This design comes from an exercise in tuning for small area and a short achievable clock period on the open sky130 flow, not from production work.
Power is estimated from default activity; no workload was simulated.

## v28
==> flow/design.v (excerpt) <==
module wallace_mul(input [15:0] a, input [15:0] b, output [32:0] out, input clk);
Size in the first run: roughly 1100 cells after synthesis, about 390 flip-flops, ~14000 um2 of cells after synthesis.
clock: 4.4 ns
lec_check: 0
cap_margin: 20
core_margin: 2
core_utilization: 40
cts_buf_list: sky130_fd_sc_hd__clkbuf_16
cts_cluster_diameter: 80
cts_cluster_size: 30
place_density: 0.6
setup_slack_margin: 2.5
slew_margin: 20
synth_hierarchical: 1
synth_minimum_keep_size: 0
run.sh (not shown) runs the stock make flow with config.mk's settings and CLKGATE_MAP_FILE= SYNTH_SCRIPT=/design/flow/synth_recipe.tcl, a recipe that flattens the netlist after the stock synthesis.
### v28 -> v27
diff --git a/flow/design.v b/flow/design.v
--- a/flow/design.v
+++ b/flow/design.v
@@ -492,21 +492,18 @@
   wire s119, c119;
   wire s120, c120;
   wire s121, c121;
   wire s122, c122;
   wire s123, c123;
   wire s124, c124;
   wire s125, c125;
-  wire [10:0] lx = {c106, s106, q3_c86, q3_s86, q3_c51, q3_s51, q3_q2_c1, q3_q2_s1, q3_q2_pp_0_2, q3_q2_nc_0, q3_q2_pp_0_0};
-  wire [10:0] ly = {q3_s88, 1'b0, q3_s87, 1'b0, q3_s52, 1'b0, q3_q2_s2, 1'b0, q3_q2_pp_1_0, q3_q2_pp_0_1, 1'b0};
-  wire [11:0] lsum = lx + ly;
-  reg [11:0] lo4;
-  reg q4_s107;
-  reg q4_c107;
-  reg q4_s108;
+  wire [12:0] lx = {c107, s107, c106, s106, q3_c86, q3_s86, q3_c51, q3_s51, q3_q2_c1, q3_q2_s1, q3_q2_pp_0_2, q3_q2_nc_0, q3_q2_pp_0_0};
+  wire [12:0] ly = {s108, 1'b0, q3_s88, 1'b0, q3_s87, 1'b0, q3_s52, 1'b0, q3_q2_s2, 1'b0, q3_q2_pp_1_0, q3_q2_pp_0_1, 1'b0};
+  wire [13:0] lsum = lx + ly;
+  reg [13:0] lo4;
   reg q4_c108;
   reg q4_s109;
   reg q4_c109;
   reg q4_s110;
   reg q4_c110;
   reg q4_s111;
   reg q4_c111;
@@ -536,18 +533,18 @@
   reg q4_c123;
   reg q4_s124;
   reg q4_c124;
   reg q4_q3_s105;
   reg q4_s125;
   reg q4_c125;
   reg q4_q3_s85;
-  wire [20:0] hx = {q4_c125, q4_s125, q4_c124, q4_c123, q4_c122, q4_c121, q4_c120, q4_c119, q4_c118, q4_c117, q4_c116, q4_c115, q4_c114, q4_c113, q4_c112, q4_c111, q4_c110, q4_c109, q4_c108, q4_c107, q4_s107};
-  wire [20:0] hy = {q4_q3_s85, 1'b0, q4_q3_s105, q4_s124, q4_s123, q4_s122, q4_s121, q4_s120, q4_s119, q4_s118, q4_s117, q4_s116, q4_s115, q4_s114, q4_s113, q4_s112, q4_s111, q4_s110, q4_s109, q4_s108, 1'b0};
-  wire [21:0] hsum = {hx, lo4[11]} + {hy, lo4[11]};
-  wire [32:0] fs = {1'b0, hsum[21:1], lo4[10:0]};
+  wire [18:0] hx = {q4_c125, q4_s125, q4_c124, q4_c123, q4_c122, q4_c121, q4_c120, q4_c119, q4_c118, q4_c117, q4_c116, q4_c115, q4_c114, q4_c113, q4_c112, q4_c111, q4_c110, q4_c109, q4_c108};
+  wire [18:0] hy = {q4_q3_s85, 1'b0, q4_q3_s105, q4_s124, q4_s123, q4_s122, q4_s121, q4_s120, q4_s119, q4_s118, q4_s117, q4_s116, q4_s115, q4_s114, q4_s113, q4_s112, q4_s111, q4_s110, q4_s109};
+  wire [19:0] hsum = {hx, lo4[13]} + {hy, lo4[13]};
+  wire [32:0] fs = {1'b0, hsum[19:1], lo4[12:0]};
   reg [31:0] p5;
   reg [31:0] p6;
   reg [31:0] p7;
   always @(posedge clk) ra1 <= a;
   assign e_neg[0] = bx[1];
   assign e_one[0] = bx[0] ^ bl[0];
   assign e_two[0] = (bx[1] & ~bx[0] & ~bl[0]) | (~bx[1] & bx[0] & bl[0]);
@@ -904,17 +901,14 @@
   csa_ha u_s120(.x(q3_c101), .y(q3_s102), .s(s120), .c(c120));
   csa_fa u_s121(.x(q3_c102), .y(q3_s103), .z(q3_q2_pp_8_9), .s(s121), .c(c121));
   csa_ha u_s122(.x(q3_c103), .y(q3_s104), .s(s122), .c(c122));
   csa_fa u_s123(.x(q3_c104), .y(q3_c82), .z(q3_s83), .s(s123), .c(c123));
   csa_ha u_s124(.x(q3_c83), .y(q3_s84), .s(s124), .c(c124));
   csa_fa u_s125(.x(q3_c105), .y(q3_q2_c49), .z(q3_q2_s50), .s(s125), .c(c125));
   always @(posedge clk) lo4 <= lsum;
-  always @(posedge clk) q4_s107 <= s107;
-  always @(posedge clk) q4_c107 <= c107;
-  always @(posedge clk) q4_s108 <= s108;
   always @(posedge clk) q4_c108 <= c108;
   always @(posedge clk) q4_s109 <= s109;
   always @(posedge clk) q4_c109 <= c109;
   always @(posedge clk) q4_s110 <= s110;
   always @(posedge clk) q4_c110 <= c110;
   always @(posedge clk) q4_s111 <= s111;
   always @(posedge clk) q4_c111 <= c111;
Findings:
Looking at first element of the critical path, the q4_c107 result is from v28; the rtwo1[3] one comes from v27. Sort v27 and v28 by switching power asc -> top: v28. Against v28, first-iteration DRC count in v27 came out better. Compared with v28, in v27 proportion of power drawn by combinational gates went up 1.3 points; die height held; layout overhead on the synthesized area went up 1.1 points. On initial core utilization, v27 tracks v28 almost exactly. Delta (v27 minus v28): number of library cell types mapped by synthesis decreased 1, number of flip-flops and latches essentially unchanged, power increased about 3%. v28 has a lower mean routed wirelength per cell than v27. v27 vs v28: post-route worst hold slack down.
No run of this note included a check of the RTL's function; only the layout flow was run.

==> what the ideal ports hide <==
The results above use ideal ports. As a check the final layouts listed here were re-extracted and re-timed, cells and wires unchanged. Step 1 (the two cells are an assumption about what drives the block):
set clk [get_ports {clk}]
set_driving_cell -lib_cell sky130_fd_sc_hd__clkbuf_16 $clk
set_driving_cell -lib_cell sky130_fd_sc_hd__buf_2 [delete_from_list [all_inputs] $clk]
Step 2 also shifts input and output timing later by t, the mid clock arrival at the registers, as if the neighbouring blocks saw the same clock. a / b / c = ideal / step 1 / step 2; a / b = the first two.
run | shift t [ns] | slack for setup (ns) | clock arrival spread, ns | slew at the worst register clock pin (ns) | pins driven straight from the clock port
v28 | 0.571 | 2.517 / 2.499 / 2.517 | 0.036 / 0.036 | 0.11 / 0.11 | 1
v27 | 0.567 | 2.538 / 2.503 / 2.538 | 0.027 / 0.026 | 0.11 / 0.11 | 1
After both steps every run listed still meets setup and hold.
